Background: an optimization exercise with open tools, aiming at small area, a short achievable clock period and few clock cycles per item. Do not read the settings as production practice.
The RTL was checked by simulation tests, not by an equivalence proof against the original design.
Power figures rest on the tool's default switching activity, not on a simulated workload.

==> inputs of job 1648 <==
## barnsley
module barnsley #(
    parameter FP_WIDTH = 25,
    parameter FP_INT = 5
    ) (
    input  wire clk,
    input  wire reset,
    output wire [19:0] iter_max,
    input  wire iter_change,
    output reg  done,
    output wire complete,
    output wire signed [FP_WIDTH-1:0] xn,
    output reg  signed [FP_WIDTH-1:0] yn
    );
clock: 15.0 ns
lec_check: 0
cap_margin: 50
core_margin: 2
core_utilization: 40
slew_margin: 75
synth_hierarchical: 1
standard.sh (not shown) runs the stock make flow with config.mk's settings and CLKGATE_MAP_FILE= SYNTH_SCRIPT=/design/flow/synth_recipe.tcl, a recipe that flattens the netlist after the stock synthesis.
==> flow/flow/run.sh <==
#!/bin/bash
set -e
cp standard.sh standard.sh.txt
export SETUP_SLACK_MARGIN=9
bash standard.sh > standard.log 2>&1
==> job 6964: changes against job 1648 <==
==> flow/flow/run.sh (replaced) <==
#!/bin/bash
set -e
cp standard.sh standard.sh.txt
export SETUP_SLACK_MARGIN=10
bash standard.sh > standard.log 2>&1
==> results.txt <==
	job 1648	job 6964
Outcome	no timing/DRC/antenna violations	no timing/DRC/antenna violations
Number of logic stages on the critical path including buffering	21	24
Placement Cell Area	39700 µm²	40300 µm²
Critical Path End	x[21]	yn[21]
Via count	31000	31200
Leakage Power	18.6 nW	19.0 nW
Ant. Diodes	1	3
Power Clock	0.000479 W	0.000451 W
First-pass GRT wire length	211000 µm	213000 µm
Weighted congestion at the end of routability-driven global placement	1.04	1.01
Area added between synthesis and finish	16.9%	21.4%
Tightest hold margin	480 ps	507 ps
Antenna violations before repair	8	7
Final clock skew	42.2 ps	45.4 ps
Via count of the first global-routing pass	32300	32700
Iteration count of the initial detailed-routing pass	12	9
Global routing usage summed across all routing layers	0.303	0.307
Final worst-path cycle share	0.428	0.422
Register-to-Register Setup Slack	8590 ps	8670 ps
Fraction of area in multi-input gates	0.760	0.755
Sequential standard cell area	3390 µm²	3390 µm²
Testbench counts of job 1648, summed over its fixed seeds: cycles 80,000, points 80,000.
Testbench counts of job 6964, summed over its fixed seeds: cycles 80,000, points 80,000.

---

==> inputs of job 192 <==
Starting RTL as in the previous note.
export LEC_CHECK = 0
export CAP_MARGIN = 35
export CORE_MARGIN = 2
export CORE_UTILIZATION = 40
export SLEW_MARGIN = 60
export SYNTH_HIERARCHICAL = 1
create_clock -name core_clock -period 15.0 [get_ports {clk}]
run.sh (not shown) runs the stock make flow with config.mk's settings and CLKGATE_MAP_FILE= SYNTH_SCRIPT=/design/flow/synth_recipe.tcl, a recipe that flattens the netlist after the stock synthesis.
Stock flow here: none of the scripts above is used.
==> inputs of job 7298, as changes to job 192 <==
==> flow/flow/run.sh (new file) <==
#!/bin/bash
set -e
cp standard.sh standard.sh.txt
export SETUP_SLACK_MARGIN=8
bash standard.sh > standard.log 2>&1
==> flow/standard.sh (new file) <==
#!/bin/bash
# synth_recipe.tcl (not shown) runs the flow's synth.tcl, then flattens the netlist and writes it again
# the make line also repeats each setting of config.mk as NAME=value (left out here)
make -C /OpenROAD-flow-scripts/flow DESIGN_CONFIG=/design/flow/config.mk WORK_HOME=/design/flow/orfs CLKGATE_MAP_FILE= SYNTH_SCRIPT=/design/flow/synth_recipe.tcl "${@:-finish}"
- CAP_MARGIN: 35 -> 50
- SLEW_MARGIN: 60 -> 75
removed: flow/run.sh
==> impl_metrics.csv <==
group,metric,value,unit
finish,seq_share,8.363,%
power_and_ir_drop,switching_share,28.59,%
global_routing,grt_max_degree,69,
power_and_ir_drop,switchingPower,0.2816,mW
global_routing,use_met2,44.60,%
power_and_ir_drop,vdd.ir_drop.worst,86.94,uV
finish,final_area,39500,um^2
finish,layout.cells.non_filler,4863,
outcome,status,"finished clean",
placed_design,hpwlAfterDp,102800,um
placed_design,pre_cts_ws,7.616,ns
-- figures above: job 192

==> impl_metrics.csv <==
group,metric,value,unit
outcome,status,"finished clean",
power_and_ir_drop,switchingPower,0.2877,mW
global_routing,grt_max_degree,40,
power_and_ir_drop,vdd.ir_drop.worst,78.48,uV
setup_path,crit_top_cell,"fa_1",
setup_path,crit_type,"reg2reg",
logic_synthesis,muxShareOfSynthArea,0.8393,%
power_and_ir_drop,switching_share,30.47,%
global_routing,use_met2,44.50,%
finish,layout.cells.non_filler,4916,
finish,nNetsFinal,4801,
placed_design,pre_cts_ws,7.945,ns
finish,final_area,40900,um^2
-- figures above: job 7298

Testbench counts of job 192, summed over its fixed seeds: cycles 80,000, points 80,000.
Testbench counts of job 7298, summed over its fixed seeds: cycles 80,000, points 80,000.

---

==> run a <==
barnsley again, from the RTL that the note above started with.
==> flow/config.mk <==
export PLATFORM = sky130hd
export DESIGN_NAME = barnsley
export DESIGN_NICKNAME = barnsley
export VERILOG_FILES = /design/flow/design.v
export SDC_FILE = /design/flow/constraint.sdc
export NUM_CORES = 4
export LEC_CHECK = 0
export CAP_MARGIN = 35
export CORE_MARGIN = 2
export CORE_UTILIZATION = 40
export SLEW_MARGIN = 50
export SYNTH_HIERARCHICAL = 1
==> flow/constraint.sdc <==
create_clock -name core_clock -period 15.0 [get_ports {clk}]
set_input_delay 3.0000 -clock core_clock [delete_from_list [all_inputs] [get_ports {clk}]]
set_output_delay 3.0000 -clock core_clock [all_outputs]
set_load 0.01 [all_outputs]
standard.sh (not shown) runs the stock make flow with config.mk's settings and CLKGATE_MAP_FILE= SYNTH_SCRIPT=/design/flow/synth_recipe.tcl, a recipe that flattens the netlist after the stock synthesis.
==> flow/flow/run.sh <==
#!/bin/bash
set -e
cp standard.sh standard.sh.txt
export SETUP_SLACK_MARGIN=9
bash standard.sh > standard.log 2>&1
==> inputs of run b, as changes to run a <==
- CAP_MARGIN: 35 -> 20
- SLEW_MARGIN: 50 -> 20
==> results.txt <==
item	run b	run a
Final period utilization	43.1%	42.6%
Cell area after layout	42,000 um^2	42,800 um^2
Fraction of area in registers	8.01%	7.89%
Met3 wire len	17,700 um	18,100 um
Post-route core utilization	45.7%	46.6%
Cell with the most instances on the worst path	sky130_fd_sc_hd__fa_2	sky130_fd_sc_hd__fa_1
Non-clock buffer instance count of the final layout	261	315
Placed cell area	38,800 um^2	38,800 um^2
Met2 Usage GRT	46.1%	46.6%
Part of the total power dissipated in combinational logic	12.5%	14.1%
Fin cells	4,966	5,018
Result of the run	no timing/DRC/antenna violations	no timing/DRC/antenna violations
Global-route wire length before repair	211,000 um	214,000 um
Routed length on met1	51,500 um	51,900 um
Cells resized by post-CTS repair	249	314
Number of iterations in the first detailed-routing pass	14	12
Fin worst setup slack	8.53 ns	8.60 ns
Fraction of standard cell area in multi-input logic	77.1%	76.3%
Testbench counts of run a, summed over its fixed seeds: cycles 80,000, points 80,000.
Testbench counts of run b, summed over its fixed seeds: cycles 80,000, points 80,000.

## static timing again, ports no longer ideal
The results above use ideal ports. As a check the final layouts listed here were re-extracted and re-timed, cells and wires unchanged.
Step 1 assumes that a clkbuf_16 drives the clock port and a buf_2 every other input.
Step 2 times the ports against the registers' clock, not the clock port: input delays grow and output delays shrink by t, the midpoint of the rising clock arrivals with the driver on.
Slacks: no drivers / after step 1 / after step 2; pairs: no drivers / after step 1.
| run | t, ns | setup WS [ns] | worst setup path after step 2 | clock arrival spread, ns |
|---|---|---|---|---|
| job 1648 | 0.579 | 8.586 / 8.586 / 8.586 | register to register | 0.044 / 0.043 |
| job 6964 | 0.581 | 8.672 / 8.672 / 8.672 | register to register | 0.045 / 0.046 |
| job 192 | 0.559 | 7.465 / 7.465 / 7.465 | register to register | 0.024 / 0.024 |
| job 7298 | 0.556 | 8.114 / 8.114 / 8.114 | register to register | 0.022 / 0.021 |
| run a | 0.587 | 8.604 / 8.604 / 8.604 | register to register | 0.049 / 0.049 |
| run b | 0.583 | 8.530 / 8.530 / 8.530 | register to register | 0.050 / 0.050 |
After both steps setup and hold are still met in every run listed.
